From an optimization exercise on the open Yosys and OpenROAD flow, aimed at small area, a short achievable clock period and few clock cycles; shortcuts taken in it are not production practice.
The RTL was checked by simulation tests, not by an equivalence proof against the original design.
No activity file was given, so power comes from the tool's default toggle rates.

==> flow/design.v <==
`timescale 1ns / 10ps
module MU0 ( Addr, Dout, Halted, Rd, Wr, cc, fetch, regC, Clk, Din,
     Reset, srcC );
output  Halted, Rd, Wr, fetch;
input  Clk, Reset;
output [11:0]  Addr;
output [1:0]  cc;
output [15:0]  Dout;
output [15:0]  regC;
input [15:0]  Din;
input [1:0]  srcC;
reg  [15:0] ir;       
reg  [15:0] acc;      
reg  [11:0] pc;       
reg         dec;      
reg         pend;     
reg         sub;      
reg         lda;      
reg         halt;
reg         z;        
wire n = acc[15];
wire [2:0] op = ir[14:12];
wire mem_op = ~op[2];
wire is_sta = mem_op & ~op[1] & op[0];
wire is_jmp = op[2] & ~(op[1] & op[0]);
wire is_stp = &op;
wire taken = is_jmp & (~(op[1] | op[0]) | (op[0] & ~n) | (op[1] & ~z));
wire halted = halt | (dec & is_stp);
wire fet = ~halt & (~dec | is_jmp);
wire use_s = dec & (mem_op | taken);
assign Addr = use_s ? ir[11:0] : pc;
wire [11:0] ic;
assign ic[0] = Addr[0];
genvar j;
generate for (j = 1; j < 12; j = j + 1) begin : inc
  assign ic[j] = ic[j-1] & Addr[j];
end endgenerate
wire inv_d = dec & mem_op & op[1] & op[0];
always @(posedge Clk)
  ir <= Din ^ {16{inv_d}};
always @(posedge Clk or posedge Reset)
  if (Reset) begin
    pc <= 12'd0;
    dec <= 1'b0;
    pend <= 1'b0;
    sub <= 1'b0;
    lda <= 1'b0;
    halt <= 1'b0;
  end else begin
    if (fet) pc <= Addr ^ {ic[10:0], 1'b1};
    dec <= fet;
    pend <= dec & mem_op & ~is_sta;
    sub <= inv_d;
    lda <= dec & mem_op & ~op[1] & ~op[0];
    halt <= halted;
  end
wire [15:0] x = acc & {16{~lda}};
wire [15:0] y = ir & {16{pend}};
wire [16:0] c;
wire [15:0] g = x & y;
wire [15:0] p = x ^ y;
assign c[0] = sub;
genvar i;
generate for (i = 0; i < 16; i = i + 1) begin : add
  assign c[i+1] = g[i] | (p[i] & c[i]);
end endgenerate
wire [15:0] sum = p ^ c[15:0];
wire zero = ~|sum;
always @(posedge Clk or posedge Reset)
  if (Reset) acc <= 16'd0;
  else       acc <= sum;
always @(posedge Clk or posedge Reset)
  if (Reset) z <= 1'b1;
  else       z <= zero;
assign Dout = acc;
assign Wr = dec & is_sta;
assign Rd = ~Wr;
assign fetch = fet;
assign Halted = halted;
assign cc = {n, z};
MU0_regc rc (.regC(regC), .acc(acc), .pc(pc), .n(n), .z(z), .srcC(srcC));
endmodule
module MU0_regc (regC, acc, pc, n, z, srcC);
output [15:0] regC;
input  [15:0] acc;
input  [11:0] pc;
input         n, z;
input  [1:0]  srcC;
wire [15:0] m = srcC[0] ? {4'd0, pc} : acc;
assign regC = srcC[1] ? {14'd0, n, z} : m;
endmodule
clock: 9.0 ns
lec_check: 0
cap_margin: 20
core_margin: 2
core_utilization: 40
slew_margin: 20
standard.sh (not shown) runs the stock make flow with config.mk's settings and CLKGATE_MAP_FILE= SYNTH_SCRIPT=/design/flow/synth_recipe.tcl, a recipe that flattens the netlist after the stock synthesis.
==> flow/flow/run.sh <==
#!/bin/bash
# Layout flow: the standard flow (standard.sh) with
#  - synthesis mapped by flow/abc.script (area-oriented ABC mapping), no
#    full/half-adder cell extraction, and the regC multiplexer (MU0_regc)
#    mapped on its own before the design is flattened,
#  - sky130_fd_sc_hd__buf_1 as the port buffer cell, sized up by repair,
#  - repair_timing aiming at a setup slack of 4.8 ns (a period of 4.2 ns),
#    by resizing cells only,
#  - 60% core utilization,
#  - clock tree synthesis without dummy load cells.
# The whole make output goes to flow.log in the work folder; ORFS's own
# per-step logs are under orfs/logs/.
set -euo pipefail
W=$(pwd)
F=$W/flow
export MY_ABC_SCRIPT=$F/abc.script
export MY_ABC_DONTUSE="sky130_fd_sc_hd__maj3_1 sky130_fd_sc_hd__maj3_2 sky130_fd_sc_hd__maj3_4"
bash "$W/standard.sh" \
  SYNTH_SCRIPT="$F/synth.tcl" \
  ADDER_MAP_FILE= \
  SYNTH_KEEP_MODULES=MU0_regc \
  CORE_UTILIZATION=60 \
  "CTS_ARGS=-sink_clustering_enable -repair_clock_nets -dont_use_dummy_load" \
  SETUP_SLACK_MARGIN=4.8 \
  SETUP_MOVE_SEQUENCE=sizeup \
  "BUFFER_PORTS_ARGS=-buffer_cell sky130_fd_sc_hd__buf_1" \
  finish > "$W/flow.log" 2>&1
==> flow/flow/abc.script <==
strash
&get -n
&dch -f
&nf -D 3000
&put
topo
stime -c
==> flow/flow/synth.tcl <==
proc synth {args} { yosys synth -nofsm -noshare {*}$args }
proc abc {args} {
  set i [lsearch $args -script]
  if {$i >= 0} { set args [lreplace $args $i [expr {$i+1}] -script $::env(MY_ABC_SCRIPT)] }
  if {[info exists ::env(MY_ABC_DONTUSE)]} {
    foreach c $::env(MY_ABC_DONTUSE) { lappend args -dont_use $c }
  }
  yosys abc {*}$args
}
source $::env(SCRIPTS_DIR)/synth.tcl
# left out here: clear keep_hierarchy, flatten, clean up, hide names made inside functions, write 1_2_yosys.v
The first run completed without violations.
Testbench counts at the start, summed over its fixed seeds: cycles 48,860.
Then changed:
--- a/flow/design.v
+++ b/flow/design.v
@@ -41,40 +41,39 @@
 always @(posedge Clk or posedge Reset)
   if (Reset) begin
     pc <= 12'd0;
     dec <= 1'b0;
     pend <= 1'b0;
     sub <= 1'b0;
-    lda <= 1'b0;
     halt <= 1'b0;
   end else begin
     if (fet) pc <= Addr ^ {ic[10:0], 1'b1};
     dec <= fet;
     pend <= dec & mem_op & ~is_sta;
     sub <= inv_d;
-    lda <= dec & mem_op & ~op[1] & ~op[0];
     halt <= halted;
   end
+always @(posedge Clk or posedge Reset)
+  if (Reset) lda <= 1'b1;
+  else       lda <= dec & mem_op & ~op[1] & ~op[0];
 wire [15:0] x = acc & {16{~lda}};
 wire [15:0] y = ir & {16{pend}};
 wire [16:0] c;
 wire [15:0] g = x & y;
 wire [15:0] p = x ^ y;
 assign c[0] = sub;
 genvar i;
 generate for (i = 0; i < 16; i = i + 1) begin : add
   assign c[i+1] = g[i] | (p[i] & c[i]);
 end endgenerate
 wire [15:0] sum = p ^ c[15:0];
 wire zero = ~|sum;
-always @(posedge Clk or posedge Reset)
-  if (Reset) acc <= 16'd0;
-  else       acc <= sum;
-always @(posedge Clk or posedge Reset)
-  if (Reset) z <= 1'b1;
-  else       z <= zero;
+always @(posedge Clk) begin
+  acc <= sum;
+  z <= zero;
+end
 assign Dout = acc;
 assign Wr = dec & is_sta;
 assign Rd = ~Wr;
 assign fetch = fet;
 assign Halted = halted;
 assign cc = {n, z};
What happened: Synthesized cell count is unchanged; routed wire length fell by 3.4%; non-clock buffer count went down by 2; total power stays flat; clock power is about the same; sequential share of layout area drops by 2.0 points; cell area came out lower by 2.2%; register-to-register slack is about the same; first-iteration DRC count shrinks by 33%.
Testbench counts after the change, summed over its fixed seeds: cycles 48,860.

port drivers added, routing unchanged:
The flow's constraints put no driver on any port. The routed layouts listed below were extracted and timed again, unchanged, in two steps. Step 1 assumes that a clkbuf_16 drives the clock port and a buf_2 every other input. Step 2, shift: input delay + t, output delay - t, t = (earliest + latest rising clock arrival at the registers) / 2. This alone moves slack from input paths to output paths. Three values: ideal ports, drivers, drivers and shift; two values: the first two.
run | shift t [ns] | setup WS [ns] | worst setup path at the end
the first run | 0.326 | 4.853 / 4.792 / 4.792 | input to output
the second run | 0.333 | 4.849 / 4.794 / 4.794 | input to output
After both steps every run listed still meets setup and hold. For the first run, which loses most, drivers alone change the setup slack by -0.061 ns; drivers and shift together by -0.061 ns.
